What follows belongs to an exercise in optimizing a design on an open flow for small area and a short achievable clock period; a production flow would make more cautious choices.
In this exercise RTL edits were held to simulation tests only and were not proved equivalent to the original.
Power figures rest on the tool's default switching activity, not on a simulated workload.

==> inputs of run a <==
==> flow/design.v <==
module processor (input clk, rst,
                  output [15:0] imem_addr,
                  input  [15:0] imem_data,
                  output [15:0] dmem_addr,
                  output [15:0] dmem_wdata,
                  output dmem_we,
                  output dmem_re,
                  input  [15:0] dmem_rdata);
wire [15:0] ir = imem_data;
wire [3:0] op = ir[15:12];
wire [2:0] fa = ir[11:9];
wire [2:0] fb = ir[8:6];
wire [2:0] fc = ir[5:3];
wire [1:0] cz = ir[1:0];
wire op_adi  = (op == 4'b0000);
wire op_add  = (op == 4'b0001);
wire op_nand = (op == 4'b0010);
wire op_lhi  = (op == 4'b0011);
wire op_lw   = (op == 4'b0100);
wire op_sw   = (op == 4'b0101);
wire op_beq  = (op == 4'b1000);
wire op_jal  = (op == 4'b1001);
wire op_jlr  = (op == 4'b1010);
wire op_jri  = (op == 4'b1011);
reg  [15:0] pc;
reg  [111:0] rf;
reg  [6:0] vld;
reg  cf, zf;
wire [2:0] pa = (op[3] | op[2]) ? fa : fc;
wire [2:0] qa = op_jri ? fa : fb;
reg [15:0] p, q;
integer j;
always @(*) begin
	p = 16'd0;
	q = 16'd0;
	for (j = 0; j < 7; j = j + 1) begin
		p = p | (rf[j*16 +: 16] & {16{(pa == j) & vld[j]}});
		q = q | (rf[j*16 +: 16] & {16{(qa == j) & vld[j]}});
	end
	p = p | (pc & {16{pa == 3'd7}});
	q = q | (pc & {16{qa == 3'd7}});
end
wire [15:0] imm = (op[3] & op[0]) ? {{7{ir[5]}}, ir[8:0]} : {{10{ir[5]}}, ir[5:0]};
wire xsel = op_add | op_nand | op_beq;
wire sh = op_add & (cz == 2'b11);
wire [15:0] x = xsel ? p : imm;
wire [15:0] y = sh ? {q[14:0], 1'b0} : q;
wire [16:0] sum = {1'b0, x} + {1'b0, y};
wire [15:0] s = sum[15:0];
wire [15:0] n = ~(x & y);
wire eq = (x == y);
wire cz_ok = (cz == 2'b00) | ((cz == 2'b01) & zf) | ((cz == 2'b10) & cf);
wire sel_s = op_adi | (op_add & (cz_ok | (cz == 2'b11)));
wire sel_n = op_nand & cz_ok;
wire [15:0] pc_inc = pc + 16'd1;
wire [15:0] pc_add = pc + imm;
wire [15:0] wd = (s & {16{sel_s}}) | (n & {16{sel_n}}) |
                 (dmem_rdata & {16{op_lw}}) |
                 ({ir[1:0], 14'd0} & {16{op_lhi}}) |
                 (pc_inc & {16{op_jal | op_jlr}});
wire wr_en = op_adi | op_add | op_nand | op_lhi | op_lw | op_jal | op_jlr;
wire wr7 = wr_en & (fa == 3'd7);
wire [15:0] pc_next = wr7 ? wd :
                      (op_jal | (op_beq & eq)) ? pc_add :
                      (op_jlr | op_jri) ? s : pc_inc;
always @(posedge clk)
	for (j = 0; j < 7; j = j + 1)
		if (wr_en & (fa == j)) rf[j*16 +: 16] <= wd;
always @(posedge clk or posedge rst)
	if (rst) begin
		vld <= 7'd0;
		pc <= 16'd0;
		cf <= 1'b0;
		zf <= 1'b0;
	end else begin
		for (j = 0; j < 7; j = j + 1)
			if (wr_en & (fa == j)) vld[j] <= 1'b1;
		pc <= pc_next;
		if (op_adi | op_add) cf <= sum[16] & sel_s;
		if (op_adi | op_add | op_nand | op_lw) zf <= ~|wd;
	end
assign imem_addr = pc;
assign dmem_addr = s;
assign dmem_wdata = p;
assign dmem_we = op_sw;
assign dmem_re = op_lw;
endmodule
==> flow/run.sh <==
#!/bin/bash
# synth_recipe.tcl (not shown) runs the flow's synth.tcl, then flattens the netlist and writes it again
# the make line also repeats each setting of config.mk as NAME=value (left out here)
make -C /OpenROAD-flow-scripts/flow DESIGN_CONFIG=/design/flow/config.mk WORK_HOME=/design/flow/orfs CLKGATE_MAP_FILE= SYNTH_SCRIPT=/design/flow/synth_recipe.tcl finish
==> flow/config.mk <==
export PLATFORM = sky130hd
export DESIGN_NAME = processor
export DESIGN_NICKNAME = processor
export VERILOG_FILES = /design/flow/design.v
export SDC_FILE = /design/flow/constraint.sdc
export NUM_CORES = 4
export LEC_CHECK = 0
export CAP_MARGIN = 20
export CORE_MARGIN = 2
export CORE_UTILIZATION = 40
export SLEW_MARGIN = 20
==> flow/constraint.sdc <==
create_clock -name core_clock -period 12.5 [get_ports {clk}]
set_input_delay 2.5000 -clock core_clock [delete_from_list [all_inputs] [get_ports {clk}]]
set_output_delay 2.5000 -clock core_clock [all_outputs]
set_load 0.01 [all_outputs]
==> run b: changes against run a <==
==> flow/design.v, changed modules only <==
module rd_agu (input [2:0] a,
               input [111:0] rf,
               input [6:0] vld,
               input [15:0] pc,
               input [5:0] imm,
               output reg [15:0] q,
               output [6:0] cl,
               output [10:0] ones,
               output [10:0] zeros);
	integer j, i, k, m;
	always @(*) begin
		q = pc & {16{a == 3'd7}};
		for (j = 0; j < 7; j = j + 1)
			q = q | (rf[j*16 +: 16] & {16{(a == j) & vld[j]}});
	end
	reg [6:0] c;
	reg [5:0] g, t;
	reg term;
	always @(*) begin
		g = q[5:0] & imm;
		t = q[5:0] | imm;
		c[0] = 1'b0;
		for (i = 1; i < 7; i = i + 1) begin
			c[i] = 1'b0;
			for (k = 0; k < i; k = k + 1) begin
				term = g[k];
				for (m = k + 1; m < i; m = m + 1)
					term = term & t[m];
				c[i] = c[i] | term;
			end
		end
	end
	reg [10:0] on, ze;
	integer i3;
	always @(*) begin
		on[0] = 1'b1;
		ze[0] = 1'b1;
		for (i3 = 0; i3 < 10; i3 = i3 + 1) begin
			on[i3+1] = on[i3] & q[6+i3];
			ze[i3+1] = ze[i3] & ~q[6+i3];
		end
	end
	assign cl = c;
	assign ones = on;
	assign zeros = ze;
endmodule
module rd (input [2:0] a,
           input [111:0] rf,
           input [6:0] vld,
           input [15:0] pc,
           output reg [15:0] d);
	integer j;
	always @(*) begin
		d = pc & {16{a == 3'd7}};
		for (j = 0; j < 7; j = j + 1)
			d = d | (rf[j*16 +: 16] & {16{(a == j) & vld[j]}});
	end
endmodule
module processor (input clk, rst,
                  output [15:0] imem_addr,
                  input  [15:0] imem_data,
                  output [15:0] dmem_addr,
                  output [15:0] dmem_wdata,
                  output dmem_we,
                  output dmem_re,
                  input  [15:0] dmem_rdata);
wire [15:0] ir = imem_data;
wire [3:0] op = ir[15:12];
wire [2:0] fa = ir[11:9];
wire [2:0] fb = ir[8:6];
wire [2:0] fc = ir[5:3];
wire [1:0] cz = ir[1:0];
wire op_adi  = (op == 4'b0000);
wire op_add  = (op == 4'b0001);
wire op_nand = (op == 4'b0010);
wire op_lhi  = (op == 4'b0011);
wire op_lw   = (op == 4'b0100);
wire op_sw   = (op == 4'b0101);
wire op_beq  = (op == 4'b1000);
wire op_jal  = (op == 4'b1001);
wire op_jlr  = (op == 4'b1010);
wire op_jri  = (op == 4'b1011);
function [16:0] add16(input [15:0] a, input [15:0] b, input ci);
	reg [15:0] g, p, gg, pp;
	integer l, i, m;
	begin
		g = a & b;
		p = a ^ b;
		gg = g;
		pp = p;
		gg[0] = g[0] | (p[0] & ci);
		for (l = 0; l < 4; l = l + 1)
			for (i = 0; i < 16; i = i + 1)
				if ((i >> l) & 1) begin
					m = ((i >> l) << l) - 1;
					gg[i] = gg[i] | (pp[i] & gg[m]);
					pp[i] = pp[i] & pp[m];
				end
		add16 = {gg[15], p ^ {gg[14:0], ci}};
	end
endfunction
reg  [15:0] pc;
reg  [111:0] rf;
reg  [6:0] vld;
reg  cf, zf;
wire pc_rd = op_jal | op_jlr;
wire [2:0] pa = pc_rd ? 3'd7 : (op[3] | op[2]) ? fa : fc;
wire [15:0] p, q;
wire [16:0] ag;
rd rp (.a(pa), .rf(rf), .vld(vld), .pc(pc), .d(p));
wire [6:0] ag_c;
wire [10:0] ag_1, ag_0;
rd_agu rq (.a(fb), .rf(rf), .vld(vld), .pc(pc), .imm(ir[5:0]), .q(q), .cl(ag_c), .ones(ag_1), .zeros(ag_0));
wire ag_inc = ag_c[6] & ~ir[5];
wire ag_dec = ~ag_c[6] & ir[5];
assign ag[5:0] = q[5:0] ^ ir[5:0] ^ ag_c[5:0];
assign ag[15:6] = q[15:6] ^ (({10{ag_inc}} & ag_1[9:0]) | ({10{ag_dec}} & ag_0[9:0]));
assign ag[16] = ir[5] ? ~(ag_dec & ag_0[10]) : (ag_inc & ag_1[10]);
wire [15:0] imm6 = {{10{ir[5]}}, ir[5:0]};
wire [15:0] imm9 = {{7{ir[5]}}, ir[8:0]};
wire sh = op_add & (cz == 2'b11);
wire [15:0] x = p;
wire [15:0] y = op_jri ? imm9 : pc_rd ? 16'd0 : sh ? {q[14:0], 1'b0} : q;
wire [16:0] sum = add16(x, y, pc_rd);
wire [15:0] s = sum[15:0];
wire [15:0] n = ~(x & y);
wire eq = ~|(x ^ y);
wire cz_ok = (cz == 2'b00) | ((cz == 2'b01) & zf) | ((cz == 2'b10) & cf);
wire sel_s = (op_add & (cz_ok | (cz == 2'b11))) | pc_rd;
wire sel_n = op_nand & cz_ok;
wire taken = op_jal | (op_beq & eq);
wire [16:0] pc_sum = add16(pc, taken ? (op[0] ? imm9 : imm6) : 16'd1, 1'b0);
wire [15:0] pc_seq = pc_sum[15:0];
wire [15:0] v = (s & {16{sel_s | op_jri}} & ~{16{op_jlr}}) | (ag[15:0] & {16{op_adi | op_jlr}}) |
                (n & {16{sel_n}}) |
                (dmem_rdata & {16{op_lw}}) |
                ({ir[1:0], 14'd0} & {16{op_lhi}});
wire [15:0] wd = op_jlr ? pc_seq : v;
wire wr_en = op_adi | op_add | op_nand | op_lhi | op_lw | op_jal | op_jlr;
wire a7 = (fa == 3'd7);
wire wr7 = wr_en & a7;
wire use_v = (wr7 & ~op_jlr) | (op_jlr & ~a7) | op_jri;
wire [15:0] pc_next = use_v ? v : pc_seq;
integer j;
always @(posedge clk)
	for (j = 0; j < 7; j = j + 1)
		if (wr_en & (fa == j)) rf[j*16 +: 16] <= wd;
always @(posedge clk or posedge rst)
	if (rst) begin
		vld <= 7'd0;
		pc <= 16'd0;
		cf <= 1'b0;
		zf <= 1'b0;
	end else begin
		for (j = 0; j < 7; j = j + 1)
			if (wr_en & (fa == j)) vld[j] <= 1'b1;
		pc <= pc_next;
		if (op_adi | op_add) cf <= op_adi ? ag[16] : (sum[16] & sel_s);
		if (op_adi | op_add | op_nand | op_lw) zf <= ~|v;
	end
assign imem_addr = pc;
assign dmem_addr = ag[15:0];
assign dmem_wdata = p;
assign dmem_we = op_sw;
assign dmem_re = op_lw;
endmodule
==> flow/flow/run.sh (new file) <==
#!/bin/bash
# The standard layout with three changes: plain buf_1 cells (instead of the
# delay buffers buffer_ports picks by default) as the port buffers, clkbuf_8
# clock buffers, and no dummy loads on the clock tree.
set -euo pipefail
export BUFFER_PORTS_ARGS="-buffer_cell sky130_fd_sc_hd__buf_1"
export CTS_ARGS="-sink_clustering_enable -repair_clock_nets -buf_list sky130_fd_sc_hd__clkbuf_8 -dont_use_dummy_load"
bash standard.sh > standard_flow.log 2>&1
==> flow/standard.sh (new file) <==
#!/bin/bash
# synth_recipe.tcl (not shown) runs the flow's synth.tcl, then flattens the netlist and writes it again
# the make line also repeats each setting of config.mk as NAME=value (left out here)
make -C /OpenROAD-flow-scripts/flow DESIGN_CONFIG=/design/flow/config.mk WORK_HOME=/design/flow/orfs CLKGATE_MAP_FILE= SYNTH_SCRIPT=/design/flow/synth_recipe.tcl "${@:-finish}"
- CORE_UTILIZATION: 40 -> 60
- SETUP_SLACK_MARGIN: default -> 4.5
- SYNTH_HIERARCHICAL: default -> 1
removed: flow/run.sh
==> notes <==
- Run a finished clean. Run b finished clean.
- Between run b and run a, the lower fmax is in run a (gap 39%, measured against run a).
- In run a the sequential share of layout area is lower than in run b, by 0.73 points.
- Of run a and run b, run a has the higher register-to-register slack (gap 880 ps).
- In run a the synthesized cell count is higher than in run b, by 2.1%.
==> figures <==
metric                                                                        run b                             run a
Via density per instance                                                       7.37                              6.46
Max stage delay on crit path                                                 580 ps                           1010 ps
Slew at the pin with the worst max-slew slack                                969 ps                           1150 ps
Number of unique standard cell types used by synthesis                           76                                82
Run status                                                 timing/DRC/antenna clean          timing/DRC/antenna clean
Combinational cell power                                                 0.000734 W                        0.000855 W
Clock Skews                                                                 36.7 ps                           9.92 ps
Destination of the worst register-to-register timing path                   rf[111]                            rf[13]
Clock-cell share                                                             0.0220                            0.0531
Slowest stage cell on the critical path                    sky130_fd_sc_hd__and4b_4  sky130_fd_sc_hd__clkdlybuf4s50_1

[separate check: timing with driven ports]
How much do the figures lean on ideal ports? The routed layouts below were timed once more, with nothing changed but the port constraints.
Step 1 (the two cells are an assumption about what drives the block):
set clk [get_ports {clk}]
set_driving_cell -lib_cell sky130_fd_sc_hd__clkbuf_16 $clk
set_driving_cell -lib_cell sky130_fd_sc_hd__buf_2 [delete_from_list [all_inputs] $clk]
Step 2 times the ports against the registers' clock, not the clock port: input delays grow and output delays shrink by t, the midpoint of the rising clock arrivals with the driver on.
a / b / c = no drivers / after step 1 / after step 2; a / b = the first two.
| run | shift t [ns] | slack for setup (ns) | worst hold slack (ns) | slew at the worst register clock pin (ns) |
|---|---|---|---|---|
| run a | 0.466 | 1.548 / 1.523 / 1.523 | 0.497 / 0.497 / 0.497 | 0.06 / 0.06 |
| run b | 0.470 | 4.606 / 4.582 / 4.212 | 0.525 / 0.525 / 0.525 | 0.09 / 0.09 |
After both steps every run listed still meets setup and hold. For run b, which loses most, drivers alone change the setup slack by -0.024 ns; drivers and shift together by -0.394 ns.
